From an optimization exercise on the open Yosys and OpenROAD flow, aimed at small area, a short achievable clock period and few clock cycles; shortcuts taken in it are not production practice. Power is estimated from default activity; no workload was simulated.

==> flow/design.v (excerpt) <==
module ddr_rw
(
   input               c3_clk0,
   input               c3_rst0,                
   input               pic_store_done,         
   output reg          lbp_finish,             
   output reg          c3_p0_cmd_en,
   output reg [2:0]    c3_p0_cmd_instr,
   output reg [5:0]    c3_p0_cmd_bl,
   output reg [29:0]   c3_p0_cmd_byte_addr,
   input               c3_p0_cmd_full,
   output reg          c3_p0_wr_en,
   output reg [15:0]   c3_p0_wr_mask,
   output reg [127:0]  c3_p0_wr_data,
   input               c3_p0_wr_full,
   output reg          c3_p0_rd_en,
   input  [127:0]      c3_p0_rd_data,
   input               c3_p0_rd_empty
);
function [12:0] hp;
   input [15:0] p;
   hp = {p[15:12], p[10:6], p[4:1]};
endfunction
function [15:0] add2;
   input [12:0] x;
   input [12:0] y;
   add2 = {{1'b0, x[12:9]} + {1'b0, y[12:9]},
           {1'b0, x[8:4]}  + {1'b0, y[8:4]},
           {1'b0, x[3:0]}  + {1'b0, y[3:0]}};
endfunction
function [15:0] add4;
   input [12:0] a;
   input [12:0] b;
   input [12:0] c;
   input [12:0] d;
   add4 = {{2'b0, a[12:10]} + {2'b0, b[12:10]} + {2'b0, c[12:10]} + {2'b0, d[12:10]},
           {2'b0, a[8:5]}   + {2'b0, b[8:5]}   + {2'b0, c[8:5]}   + {2'b0, d[8:5]},
           {2'b0, a[3:1]}   + {2'b0, b[3:1]}   + {2'b0, c[3:1]}   + {2'b0, d[3:1]}};
  ...
export LEC_CHECK = 0
export CAP_MARGIN = 20
export CORE_MARGIN = 2
export CORE_UTILIZATION = 60
export PLACE_DENSITY = 0.7
export SETUP_SLACK_MARGIN = 4.5
export SLEW_MARGIN = 20
create_clock -name core_clock -period 8.0 [get_ports {c3_clk0}]
run.sh (not shown) runs the stock make flow with config.mk's settings and CLKGATE_MAP_FILE= SYNTH_SCRIPT=/design/flow/synth_recipe.tcl, a recipe that flattens the netlist after the stock synthesis.
Then changed:
--- a/flow/design.v
+++ b/flow/design.v
@@ -69,50 +69,56 @@
 reg  hsel;             
 reg  esel;             
 reg  [64:0] yq;        
 wire [12:0] xh [0:4];
 wire [15:0] xf [0:3];
 wire [12:0] yh [0:4];
 generate for (g = 0; g < 4; g = g + 1) begin : win
    assign xf[g] = hsel ? tw[63-16*g -: 16] : pa[63-16*g -: 16];
    assign xh[g] = hsel ? pb[51-13*g -: 13] : hp(pa[63-16*g -: 16]);
-   assign yh[g] = hsel ? hp(tw[63-16*g -: 16]) : yq[64-13*g -: 13];
+   assign yh[g] = yq[64-13*g -: 13];
 end endgenerate
 assign xh[4] = hsel ? p8 : hp(tw[63:48]);
-assign yh[4] = hsel ? yq[64:52] : yq[12:0];
+assign yh[4] = yq[12:0];
 wire [127:0] word;
 generate for (g = 0; g < 4; g = g + 1) begin : slot
    wire [15:0] a = add2(xh[g], esel ? xh[g+1] : yh[g]);
    wire [15:0] c = add4(xh[g], xh[g+1], yh[g], yh[g+1]);
    assign word[127-32*g -: 32] = esel ? {xf[g], a} : {a, c};
 end endgenerate
 wire hv  = !c3_p0_rd_empty && !c3_p0_rd_en;         
 wire cr  = !pc[1] && !c3_p0_wr_full;                
 wire act = run && !ddone;
-wire can    = run && !lbp_finish && !wdone && !c3_p0_cmd_full && !c3_p0_cmd_en;
+wire can    = run && !wdone && !c3_p0_cmd_en;
 wire want_w = (pc != 2'd0);
 wire want_r = !rdone && (ocnt <= 7'd62);
-wire push_r = can && want_r && (!want_w || ocnt < 7'd32);
-wire push_w = can && want_w && !push_r;
+wire sel_r  = can && want_r && (!want_w || ocnt < 7'd32);
+wire sel_w  = can && want_w && !sel_r;
+wire push_r = sel_r && !c3_p0_cmd_full;
+wire push_w = sel_w && !c3_p0_cmd_full;
+wire [6:0] ocnt_k = ocnt - {6'd0, c3_p0_rd_en};
+wire [6:0] ocnt_r = ocnt_k + ((rj == 4'd15) ? 7'd1 : 7'd2);
 reg [2:0] ph_n;
 always @* begin
    ph_n = ph;
    if (act)
       case (ph)
          PH_O0: if (hv && (dr == 7'd0 || cr)) ph_n = PH_LD;
          PH_LD: ph_n = PH_O1;
          PH_O1: if (hv) ph_n = PH_X1;
          PH_X1: ph_n = (dr == 7'd127) ? PH_O0 : PH_E0;
          PH_E0: if (cr) ph_n = PH_E1;
          default: ph_n = (hv && cr) ? PH_LD : PH_O0;
       endcase
 end
 wire grp_done = act && ((ph == PH_X1 && dr != 7'd0) || ph == PH_E1);
+wire [1:0] pc_k   = pc + {1'b0, grp_done};
+wire [1:0] pc_w   = pc_k - 2'd1;
 always @(posedge c3_clk0) begin
    if (c3_rst0) begin
       run <= 1'b0;
       lbp_finish <= 1'b0;
       ph <= PH_O0;
       hsel <= 1'b0;
       esel <= 1'b0;
       dj <= 4'd0;
       dr <= 7'd0;
@@ -144,20 +150,20 @@
       if (push_w) begin
          if (wrow == 9'd383) begin
             wrow <= 9'd130;
             wj <= wj + 4'd1;
             if (wj == 4'd15)
                wdone <= 1'b1;
          end else
             wrow <= wrow + 9'd1;
       end
-      ocnt <= ocnt + (push_r ? ((rj == 4'd15) ? 7'd1 : 7'd2) : 7'd0) - {6'd0, c3_p0_rd_en};
-      pc <= pc + {1'b0, grp_done} - {1'b0, push_w};
+      ocnt <= push_r ? ocnt_r : ocnt_k;
+      pc <= push_w ? pc_w : pc_k;
       hsel <= (ph_n == PH_X1) || (ph_n == PH_E1);
       esel <= (ph_n == PH_E0) || (ph_n == PH_E1);
       c3_p0_wr_en <= 1'b0;
       c3_p0_rd_en <= 1'b0;
       if (act) begin
          ph <= ph_n;
          case (ph)
             PH_O0: c3_p0_rd_en <= (ph_n == PH_LD) && (dj != 4'd15);
             PH_LD: c3_p0_wr_en <= (dr != 7'd0);
@@ -176,28 +182,31 @@
                c3_p0_wr_en <= 1'b1;
                c3_p0_rd_en <= (ph_n == PH_LD) && (dj != 4'd15);
                dr <= dr + 7'd1;
             end
          endcase
       end
    end
 end
 always @(posedge c3_clk0) begin
-   c3_p0_cmd_instr <= push_r ? 3'b001 : 3'b010;
-   c3_p0_cmd_bl <= {5'd0, !(push_r && rj == 4'd15)};
-   if (push_r)
+   c3_p0_cmd_instr <= sel_r ? 3'b001 : 3'b010;
+   c3_p0_cmd_bl <= {5'd0, !(sel_r && rj == 4'd15)};
+   if (sel_r)
       c3_p0_cmd_byte_addr <= {10'd0, 2'd0, rr, 2'd0, ({1'b0, rj} + 5'd1), 4'd0};
    else
       c3_p0_cmd_byte_addr <= {10'd0, wrow, 1'b0, wj[3], !wj[3], wj[2:0], 1'b1, 4'd0};
    c3_p0_wr_mask <= 16'd0;
    c3_p0_wr_data <= word;
    if (ph == PH_LD) begin
       pa <= c3_p0_rd_data[127:64];
       tw <= c3_p0_rd_data[63:0];
    end
-   yq <= {hp(hd[0]), hp(hd[1]), hp(hd[2]), hp(hd[3]), hp(hd[4])};
+   if (ph == PH_O1)
+      yq <= {hp(tw[63:48]), hp(tw[47:32]), hp(tw[31:16]), hp(tw[15:0]), hp(hd[0])};
+   else
+      yq <= {hp(hd[0]), hp(hd[1]), hp(hd[2]), hp(hd[3]), hp(hd[4])};
    if (ph == PH_X1) begin
-      p8 <= yq[64:52];
+      p8 <= yq[12:0];
       pb <= {hp(tw[63:48]), hp(tw[47:32]), hp(tw[31:16]), hp(tw[15:0])};
    end
 end
 endmodule
The new run went through all stages and came out clean. Sequential share of layout area goes up by 0.34 points. Utilization goes down by 1.7 points. First-iteration DRC count goes up by 4.1%. Worst setup slack gains 0.20 ns. Sequential power is about the same. Global-route usage goes down by 0.22 points. Area after synthesis goes up by 0.90%.
No run of this note included a check of the RTL's function; only the layout flow was run.

## what the ideal ports hide
No port has a modelled driver above. Below, the same layouts with a new extraction and two added sets of constraints.
Step 1: set_driving_cell puts a clkbuf_16 on c3_clk0 and a buf_2 on each other input, an assumption about the parent block.
Step 2 moves the port delays by t, midway between the first and last clock arrival at a register: inputs arrive t later, outputs are due t later. That takes back most of the time a late clock gives input paths.
Three values: ideal ports, drivers, drivers and shift; two values: the first two.
run	t (ns)	setup slack, ns	latest minus earliest clock arrival (ns)	worst data-port slew with drivers (ns)	cell pins on the clock port's net
the first run	0.626	4.398 / 4.418 / 3.792	0.025 / 0.024	0.09	1
the second run	0.625	4.600 / 4.600 / 4.109	0.015 / 0.015	0.10	1
After both steps setup and hold are still met in every run listed. For the first run, which loses most, drivers alone change the setup slack by +0.020 ns; drivers and shift together by -0.606 ns.
